Source: an optimization exercise on an open RTL-to-GDS flow (aim: small area, a short achievable clock period and few clock cycles per item). Production flows keep margins and buffers that such runs may drop.
Function was not checked in any run shown here: the RTL went through the layout flow alone.
Power is estimated from default activity; no workload was simulated.

## flow/flow/run.sh

```bash
#!/bin/bash
# The standard layout (standard.sh) with three changes: synthesis maps with
# ABC on flow/abc.script (flow/synth.tcl), the ports get plain buf_1 buffers,
# and repair_timing aims below the clock period (setup margin).
set -euo pipefail
W=$(pwd)
export BUFFER_PORTS_ARGS="-buffer_cell sky130_fd_sc_hd__buf_1"
export SETUP_SLACK_MARGIN=7.8
export FLOW_ABC_SCRIPT=$W/flow/abc.script
sed "s#SYNTH_SCRIPT=[^ ]*#SYNTH_SCRIPT=$W/flow/synth.tcl#" standard.sh > synth_step.sh
bash synth_step.sh synth > synth.log 2>&1
bash standard.sh > standard.log 2>&1
```

## flow/flow/synth.tcl

```tcl
# The standard flow's synthesis script (synth_recipe.tcl), with ABC run on flow/abc.script
# (area-oriented mapping) instead of ORFS's speed or area script.
proc synth {args} { yosys synth -nofsm -noshare {*}$args }
proc abc {args} {
  set i [lsearch -exact $args -script]
  if {$i >= 0} { lset args [expr {$i + 1}] $::env(FLOW_ABC_SCRIPT) }
  yosys abc {*}$args
}
source $::env(SCRIPTS_DIR)/synth.tcl
# left out here: clear keep_hierarchy, flatten, clean up, hide names made inside functions, write 1_2_yosys.v
```

## flow/flow/abc.script

```
strash
dch -f
amap
strash
dch -f
amap
topo
stime -c
buffer -c
upsize -c
dnsize -c
```

## flow/standard.sh

```bash
#!/bin/bash
# synth_recipe.tcl (not shown) runs the flow's synth.tcl, then flattens the netlist and writes it again
# the make line also repeats each setting of config.mk as NAME=value (left out here)
make -C /OpenROAD-flow-scripts/flow DESIGN_CONFIG=/design/flow/config.mk WORK_HOME=/design/flow/orfs CLKGATE_MAP_FILE= SYNTH_SCRIPT=/design/flow/synth_recipe.tcl "${@:-finish}"
```

## flow/config.mk

```make
export PLATFORM = sky130hd
export DESIGN_NAME = huffmandecode
export DESIGN_NICKNAME = huffmandecode
export VERILOG_FILES = /design/flow/design.v
export SDC_FILE = /design/flow/constraint.sdc
export NUM_CORES = 8
export LEC_CHECK = 0
export CAP_MARGIN = 20
export CORE_MARGIN = 2
export CORE_UTILIZATION = 40
export SLEW_MARGIN = 20
export TNS_END_PERCENT = 5
```

## flow/constraint.sdc

```tcl
create_clock -name core_clock -period 11.0 [get_ports {clk}]
set_input_delay 2.2000 -clock core_clock [delete_from_list [all_inputs] [get_ports {clk}]]
set_output_delay 2.2000 -clock core_clock [all_outputs]
set_load 0.01 [all_outputs]
```

## flow/design.v

```verilog
`timescale 1ns / 1ps
module huffmandecode(
clk,
huffrst,
code,
hufftable,
symaddr,
symdata,
huffdata,
hufflength,
hufffinish
    );
input clk,huffrst;
input[15:0] code;
input[8*16-1:0] hufftable;
output [7:0] symaddr;       
input[7:0] symdata;         
output [7:0] huffdata;
output [7:0] hufflength;
output reg hufffinish;
reg [7:0] sa;
assign symaddr  = sa;
assign huffdata = sa;
reg [7:0] g;         
reg [7:0] ca;        
reg [1:0] w;         
reg [4:0] k;         
reg       h;         
reg       one;       
reg       hs;        
reg       fix;       
assign hufflength = {3'b000, k};
wire [7:0] c1   = hufftable[7:0];
wire [7:0] c2   = hufftable[15:8];
wire       b1   = code[15];
wire       b2   = code[14];
wire       hit1 = (c1[7:1] != 7'd0) | (c1[0] & ~b1);
wire       g1   = b1 & ~c1[0];                            
wire       big  = (c1[7:1] != 7'd0) | (c2[7:2] != 6'd0);
wire [1:0] a2   = c1[0] ? {b2, ~b2} : {b1, b2};           
function [5:0] first_entry(input [5:0] x);
    reg [2:0] c, b, g, s, a;
    reg       h1, h2;
    begin
        c = {1'b0, x[4:3]};           
        b = x[2:0];                   
        h1 = x[5] & ~b[2];            
        g = {2'b00, b[2] & ~x[5]};    
        g = {g[1:0], b[1]};           
        h2 = c > g;
        g = g - c;                    
        s = {2'b00, x[5]} + c;        
        a = s + {g[1:0], b[0]};       
        if (h1)      first_entry = {3'd0, b[2], 2'd0};
        else if (h2) first_entry = {2'd0, x[5] ? {b[1], ~b[1]} : b[2:1], 2'd0};
        else         first_entry = {1'b0, a, g[1:0]};
    end
endfunction
function [64*6-1:0] first_table(input dummy);
    integer i;
    begin
        for (i = 0; i < 64; i = i + 1) first_table[6*i +: 6] = first_entry(i[5:0]);
    end
endfunction
localparam [64*6-1:0] FIRST = first_table(1'b0);
wire [5:0] first = FIRST[6*{c1[0], c2[1:0], code[15:13]} +: 6];
wire [3:0] a0   = first[5:2];
wire [1:0] g2   = first[1:0];
wire       short = fix | hs;                        
wire [9:0] gn   = {1'b0, g, w[1]} - {2'b00, ca};    
wire       hit  = gn[9];                            
wire       dead = ~gn[9] & gn[8];                   
wire       nf   = ~short & ~h & ~hit & (dead | k == 5'd15);   
wire [16:0] selk = 17'd1 << k;
wire [14:0] sel = selk[16:2];                       
wire [7:0] grp [0:4];                               
wire [4:0] grpb;
genvar gi;
generate for (gi = 0; gi < 5; gi = gi + 1) begin : fg
    assign grp[gi] = (hufftable[8*(3*gi+3) +: 8] & {8{sel[3*gi]}})
                   | (hufftable[8*(3*gi+4) +: 8] & {8{sel[3*gi+1]}})
                   | (gi < 4 ? hufftable[8*(3*gi+5) +: 8] & {8{sel[3*gi+2]}} : 8'd0);
    assign grpb[gi] = (code[11-3*gi] & sel[3*gi])
                    | (gi < 4 ? code[10-3*gi] & sel[3*gi+1] : 1'b0)
                    | (gi < 4 ? code[9-3*gi] & sel[3*gi+2] : 1'b0);
end endgenerate
wire [7:0] fetch_c = grp[0] | grp[1] | grp[2] | grp[3] | grp[4];    
wire       fetch_b = |grpb;                                           
always @(posedge clk) begin
    one   <= hit1;
    hs    <= (c1[0] & ~b1) | (c2[1:0] > {g1, b2});
    fix   <= big;
    if (~huffrst) begin
        g  <= {6'd0, g2};
        sa <= {4'd0, a0};
        ca <= hufftable[23:16];
        w  <= code[13:12];
    end else begin
        g  <= gn[7:0];
        if (~hufffinish)
            sa <= h ? symdata : nf ? 8'hff : fix & (k == 5'd2) ? {6'd0, one ? {1'b0, b1} : a2}
                                           : sa + gn[7:0] + {7'd0, w[0]};
        ca <= fetch_c;
        w  <= {w[0], fetch_b};
    end
end
always @(posedge clk or negedge huffrst) begin
    if (~huffrst) begin
        hufffinish <= 1'b0;
        h <= 1'b0;
        k <= 5'd2;
    end else begin
        if (h | nf)
            hufffinish <= 1'b1;
        h <= short ? ~fix | (k == 5'd3) : hit;
        if (~hufffinish)
            k <= h ? (short ? {3'd0, ~one, one} : k) : nf ? 5'd0 : k + 5'd1;
    end
end
endmodule
```

==> results of run 1 <==
-- registers in the layout, summed over array words and instances, names as in the netlist --
register and flops:
w 2, fix 1, h 1, hufffinish 1
sa 8, one 1, hs 1, k 5
ca 8, g 8
-- layout by cell type (no fill, tap or decap), drive strengths merged, types with 4 or more instances in the layout --
| cell type | n |
|---|---|
| o22ai | 4 |
| buf | 179 |
| edfxtp | 4 |
| dfrtp | 6 |
| a31oi | 5 |
| o32ai | 8 |
| nand3 | 10 |
| ha | 26 |
| a222oi | 30 |
| nor2b | 9 |
| o22a | 5 |
| nand2 | 29 |
| a221oi | 5 |
| dfxtp | 25 |
| a22oi | 6 |
| nor3 | 9 |
| clkbuf | 8 |
| or2 | 5 |
| nand4 | 6 |
| inv | 52 |
| nor2 | 46 |
| a21oi | 21 |
| o21ai | 15 |
-- area by class of cell --
cell class	count	area, sq um
clock buffers	6	93.8
clock inverters	2	11.3
fillers	735	3310
inverters	54	221
multi-input cells	278	2030
flip-flops and latches	36	797
well taps	99	124
repair buffers	181	739
repair inverters	1	5.00
-- power groups by stage --
stage | sequential, uW | clock, uW | combinational (uW)
finish | 158 | 111 | 208
global route | 160 | 119 | 234
detailed placement | 161 | 0 | 195
floorplan | 161 | 0 | 140
global placement | 161 | 0 | 192
CTS | 158 | 114 | 201
-- critical path: stages --
cell and delay, ns:
buf_12 0.09, inv_6 0.04, ha_4 0.16, a221oi_4 0.32
a2111oi_4 0.06, a311oi_1 0.29, o221ai_1 0.17
-- layer usage --
layer  vias to the layer above  GRT usage, %  share of wire, %
met5                         -             0                 0
met4                         0          5.30               1.0
met3                        13          4.07               8.0
met2                       177          39.2                45
met1                      1702          40.7                46
li1                       1797             -                 -
-- kinds of logic (layout without fill, tap and decap cells) --
logic type	count (synthesis)	in the layout	share of synthesized area, %
buffers and inverters	72	244	10.2
AND/OR/NAND/NOR	124	124	19.4
flip-flops	36	36	26.1
other	1	3	0.123
AO/OA/AOI/OAI	122	122	31.6
adder cells (fa/ha/maj)	29	29	12.6
-- final timing paths --
check	start	end	slack [ns]
hold reg to reg	sa[6]	sa[6]	0.50
setup / recovery	code[13]	sa[0]	7.71
min in group asynchronous	huffrst	k[4]	1.87
hold / removal	sa[6]	sa[6]	0.50
max in group asynchronous	huffrst	k[1]	8.89
setup reg to reg	w[1]	sa[1]	7.92
-- cells in the mapped netlist, drive strengths merged (3+ instances only) --
cell    count
inv        52
nor2       46
a222oi     30
nand2      29
ha         26
dfxtp      25
a21oi      21
o21ai      15
buf        11
nand3      10
nor2b       9
nor3        9
o32ai       8
clkbuf      7
a22oi       6
dfrtp       6
nand4       6
a221oi      5
a31oi       5
o22a        5
or2         5
edfxtp      4
o22ai       4
fa          3
o221ai      3
o32a        3
or3         3
-- through the flow --
step | setup WS (ns) | utilization (%) | area, sq um | hold WS (ns)
after floorplan | 7.63 | - | 3120 | 0.462
final | 7.71 | 54.9 | 4030 | 0.505
after global placement | 7.16 | 51.6 | 3790 | 0.495
after global routing | 7.66 | 54.9 | 4030 | 0.527
after CTS | 7.78 | 54.2 | 3970 | 0.510
after detailed placement | 7.10 | 51.6 | 3790 | 0.499
-- timing repair --
item | CTS | global route
cloned | 1 | 0
pin swaps | 4 | 4
gates resized for setup | 17 | 10
buffers inserted | 4 | 0
setup endpoints to repair | 13 | 13
==> results.yml, run 1 <==
synth:
  ys_ff_latch: 36
  synth_area_leaders: "dfxtp_1, ha_1, a222oi_1, inv_1, nor2_1"
  ys_warn_count: 3
  ys.flop_type: "dfxtp_1"
  synthesis.area_sq_um: 3060
  async_reset_ff_share_pct: 19.4
  synth_edf_count: 4
  synth.largest_area_cell: "dfxtp_1"
  yosysSeqAreaShare_pct: 26.1
  synth_cell_type_count: 60
  yosysTopAreaCellShare_pct: 16.4
  avgSynthCellArea_sq_um: 7.96
  synth_cells: 384
worst_setup_path:
  crit_path_end_kind: "register"
  critPathLaunchType: "input port"
  required_ns: 11.03
  r2r_cells: 15
  path_class: "input port to register"
  cp_max_fo: 4
  cp.arrival_ns: 3.32
pwr:
  leakage_uw: 0.00157
  p_sw_uw: 182
  p_int_uw: 296
  power_uw: 477
  powerDensity_nw_per_um2: 119
  p_sw_share_pct: 38.1
  clockPowerShare_pct: 23.3
  seqPwrFrac_pct: 33.2
  p_comb_share_pct: 43.5
  ir_drop_uv: 67.8
floorplanning:
  die_y_um: 91.4
  core_area_sq_um: 7330
  start_util_pct: 41.7
  dieArea_sq_um: 8360
  ioPinCount: 179
  die_w_um: 91.4
  num_rows: 31
timing:
  fin_tns_setup_ns: 0
  fin_crit_ns: 3.29
  final_max_slew_viol_count: 0
  worst_clock_skew_ns: 0.00638
  finalCritPeriodShare_pct: 29.9
  setup_violations: 0
  rsz0062_at_grt: "yes"
  max_freq_mhz: 304
  finalHoldViolations: 0
  max_slew.worst_pin.slew_ns: 1.10
  slew_headroom_pct: 25.9
clocking:
  cts_root_buf: "clkbuf_8"
  cts_buffers: 5
  htreeDepth: 2
  cts.hold.buffers_added: 0
  clock_latency_ns: 0.30
  clock-sinks: 36
  clk_pin_slew_ns: 0.08
  cts_buffer_depth: 2
  cts_tree: "built"
route:
  dr.pass1.iters: 7
  drt_iter0_drc: 410
  drt-wirelength-per-cell_um: 17.8
  totalWireLength_mm: 11.7
  drc_errors: 0
  antenna_left: 0
  vias: 3689
  vias_per_cell: 5.61
grt:
  antenna_found_initial: 0
  grt_pass1_vias: 3319
  grt_pass1_wl_mm: 17.4
  grt_usage_pct: 26.6
  overflow: 0
  grt_max_degree: 27
finish:
  antenna_cells: 0
  drive_gt1_share_pct: 8.42
  instances_no_fill: 657
  fin_nets: 740
  synthToLayoutAreaGrowth_pct: 31.6
outcome:
  outcome: "no timing/DRC/antenna violations"
placement:
  routabilityCongestion: 0.979
  hpwl_mm: 9.28
  portBuffers: 175
  placed_cells: 644
run:
  maxCapViolCount: 0
min_path:
  min_path_cells: 2
  hp-class: "register to register"
==> inputs of run 2 (changes only) <==
--- a/flow/flow/run.sh
+++ b/flow/flow/run.sh
@@ -5,7 +5,7 @@
 set -euo pipefail
 W=$(pwd)
 export BUFFER_PORTS_ARGS="-buffer_cell sky130_fd_sc_hd__buf_1"
-export SETUP_SLACK_MARGIN=7.8
+export SETUP_SLACK_MARGIN=7.9
 export FLOW_ABC_SCRIPT=$W/flow/abc.script
 sed "s#SYNTH_SCRIPT=[^ ]*#SYNTH_SCRIPT=$W/flow/synth.tcl#" standard.sh > synth_step.sh
 bash synth_step.sh synth > synth.log 2>&1
==> run 2 against run 1 <==
  * Still clean on timing, DRC and antenna
  * Count of clock-buffer cells in the layout is the same
  * Flip-flop and latch count is the same
  * Register-to-register slack is essentially flat
  * Hold slack lost 0.00079 ns
  * Via count grew 0.92%
  * Global-route usage grew 0.31 points
  * Critical path depth is the same
  * Total power is essentially flat
  * Critical path type unchanged
  * Critical endpoint unchanged
==> results.yml, run 2 <==
outcome:
  outcome: "no timing/DRC/antenna violations"
synth:
  yosysTopAreaCellShare_pct: 16.4
  synth.largest_area_cell: "dfxtp_1"
  yosys-top-cells-count: "inv_1, nor2_1, a222oi_1"
  ys_warn_count: 3
  synth_edf_count: 4
  synth_cells: 384
  ys_ff_latch: 36
  yosysSeqAreaShare_pct: 26.1
  synth_most_common_cell: "inv_1"
  synthesis.area_sq_um: 3060
  ys.flop_type: "dfxtp_1"
  synth_area_leaders: "dfxtp_1, ha_1, a222oi_1, inv_1, nor2_1"
  synth_cell_type_count: 60
  avgSynthCellArea_sq_um: 7.96
  async_reset_ff_share_pct: 19.4
route:
  drt-wirelength-per-cell_um: 17.8
  dr.pass1.iters: 8
  drt_iter0_drc: 428
  vias: 3723
  drc_errors: 0
  antenna_left: 0
  vias_per_cell: 5.64
  totalWireLength_mm: 11.7
finish:
  final_common_cell: "buf_1"
  fillCellCount: 731
  synthToLayoutAreaGrowth_pct: 31.6
  final_cell_mix: "buf_1, inv_1, nor2_1"
  antenna_cells: 0
  fin_area_sq_um: 4020
  drive_gt1_share_pct: 9.09
  top_regs: "ca (8), g (8), sa (8)"
  fin_nets: 743
timing:
  fin_crit_ns: 3.20
  max_slew.worst_pin.slew_ns: 1.10
  worst_clock_skew_ns: 0.00738
  slew_headroom_pct: 26.3
  fin_tns_setup_ns: 0
  finalCritPeriodShare_pct: 29.1
  rsz0062_at_grt: "yes"
  finalHoldViolations: 0
  setup_violations: 0
  final_max_slew_viol_count: 0
  max_freq_mhz: 312
floorplanning:
  die_w_um: 91.4
  ioPinCount: 179
  start_util_pct: 41.7
  die_y_um: 91.4
  num_rows: 31
  core_area_sq_um: 7330
  dieArea_sq_um: 8360
worst_setup_path:
  startpoint: "code[13]"
  rrSetupSlack_ns: 7.92
  cp_max_fo: 4
  r2r-start: "w[1]"
  crit_slowest_cell: "a221oi_2"
  cpPeakStageDelay_ns: 0.29
  required_ns: 11.03
  path_class: "input port to register"
  crit_chain: "buf_8 > inv_6 > ha_4 > a221oi_2 > a2111oi_1 > a311oi_1 > o221ai_1"
  r2r_end: "sa[1]"
  worstSetupEndpoint: "sa[0]"
  critPathLaunchType: "input port"
  cp.arrival_ns: 3.24
  crit_path_end_kind: "register"
  r2r_cells: 15
grt:
  antenna_found_initial: 0
  grt_usage_pct: 26.9
  grt_max_degree: 27
  overflow: 0
  grt_pass1_wl_mm: 17.6
  grt_pass1_vias: 3368
pwr:
  ir_drop_uv: 67.8
  p_comb_share_pct: 43.5
  seqPwrFrac_pct: 33.1
  p_sw_uw: 181
  leakage_uw: 0.00158
  powerDensity_nw_per_um2: 119
  p_int_uw: 296
  clockPowerShare_pct: 23.4
  p_sw_share_pct: 37.9
placement:
  hpwl_mm: 9.28
  postPlaceCellArea_sq_um: 3790
  routabilityCongestion: 0.979
  portBuffers: 175
clocking:
  cts_root_buf: "clkbuf_8"
  cts_buffers: 5
  cts_tree: "built"
  clock_latency_ns: 0.30
  clock-sinks: 36
  cts_buffer_depth: 2
  htreeDepth: 2
  clk_pin_slew_ns: 0.08
run:
  maxCapViolCount: 0
min_path:
  hp-class: "register to register"
run 2: cell families after synthesis:
kind of cell             share of synthesized area (%)
AND/OR/NAND/NOR                                   19.4
AO/OA/AOI/OAI                                     31.6
buffers and inverters                             10.2
flip-flops                                        26.1
adder cells (fa/ha/maj)                           12.6
other                                            0.123
run 2: power by group through the flow:
stage / clock network (uW) / logic (uW) / registers [uW]
global route: 119 / 234 / 160
CTS: 114 / 203 / 158
detailed placement: 0 / 195 / 161
finish: 112 / 207 / 158
floorplan: 0 / 140 / 161
global placement: 0 / 192 / 161
run 2: per-layer routing:
layer	GRT usage (%)	part of all wire, %
met2	39.3	45
met4	5.81	1.0
met1	41.3	45
met5	0	0
met3	4.07	9.1
run 2: final cells by class:
| cell class | count | area (sq um) | share of cell area [%] |
|---|---|---|---|
| multi-input combinational | 278 | 2000 | 49.8 |
| timing repair buffer | 184 | 766 | 19.0 |
| inverter | 54 | 221 | 5.50 |
| clock buffer | 6 | 93.8 | 2.33 |
| sequential | 36 | 798 | 19.8 |
| timing repair inverter | 1 | 5.00 | 0.124 |
| tap | 99 | 124 | 3.08 |
| clock inverter | 2 | 11.3 | 0.280 |
run 2: worst min-delay path by stage:
stage	start	cells after the start	to
finish	sa[6]	2	sa[6]
global route	sa[4]	2	sa[4]
CTS	sa[6]	2	sa[6]
detailed placement	sa[6]	2	sa[6]
global placement	sa[6]	2	sa[6]
floorplan	w[0]	2	w[1]
run 2: metrics by stage:
step                total power [uW]  hold WS, ns  worst slack [ns]  cells  utilization (%)
floorplan                        301        0.462              7.63    386                -
global placement                 354        0.495              7.16    644             51.6
detailed placement               356        0.499              7.10    644             51.6
CTS                              475        0.510              7.82    660             54.8
global route                     513        0.527              7.71    660             54.9
finish                           477        0.504              7.80    660             54.9
run 2: what timing repair did:
| action | in CTS | in global routing |
|---|---|---|
| setup endpoints to repair | 24 | 34 |
| resized for setup | 25 | 2 |
| hold buffers | 0 | 0 |
| setup buffers | 7 | 0 |
| gates cloned | 1 | 0 |
| pin swaps | 4 | 0 |
run 2: worst max-delay path: cells and delay by family:
kind / cells / cell delay (ns)
AO/OA/AOI/OAI: 4 / 0.76
adder cells (fa/ha/maj): 1 / 0.15
buffers and inverters: 2 / 0.12

[separate check: timing with driven ports]
How much do the figures lean on ideal ports? The routed layouts below were timed once more, with nothing changed but the port constraints. Step 1 sets driving cells, clkbuf_16 on the clock port and buf_2 on the other inputs (assumed; they add their load-dependent delay and slew). Step 2 moves the port delays by t, midway between the first and last clock arrival at a register: inputs arrive t later, outputs are due t later. That takes back most of the time a late clock gives input paths. a / b / c = ideal ports / drivers / drivers and shift; a / b = the first two.
run	shift t [ns]	slack for setup (ns)	worst hold slack (ns)	worst setup path at the end	worst register clock-pin slew, ns
run 1	0.326	7.710 / 7.679 / 7.353	0.505 / 0.505 / 0.505	input to register	0.08 / 0.08
run 2	0.327	7.799 / 7.779 / 7.453	0.504 / 0.504 / 0.504	input to register	0.08 / 0.08
After both steps every run listed still meets setup and hold. The setup slack of run 1, which loses most, moves by -0.031 ns with the drivers and by -0.357 ns with both steps.
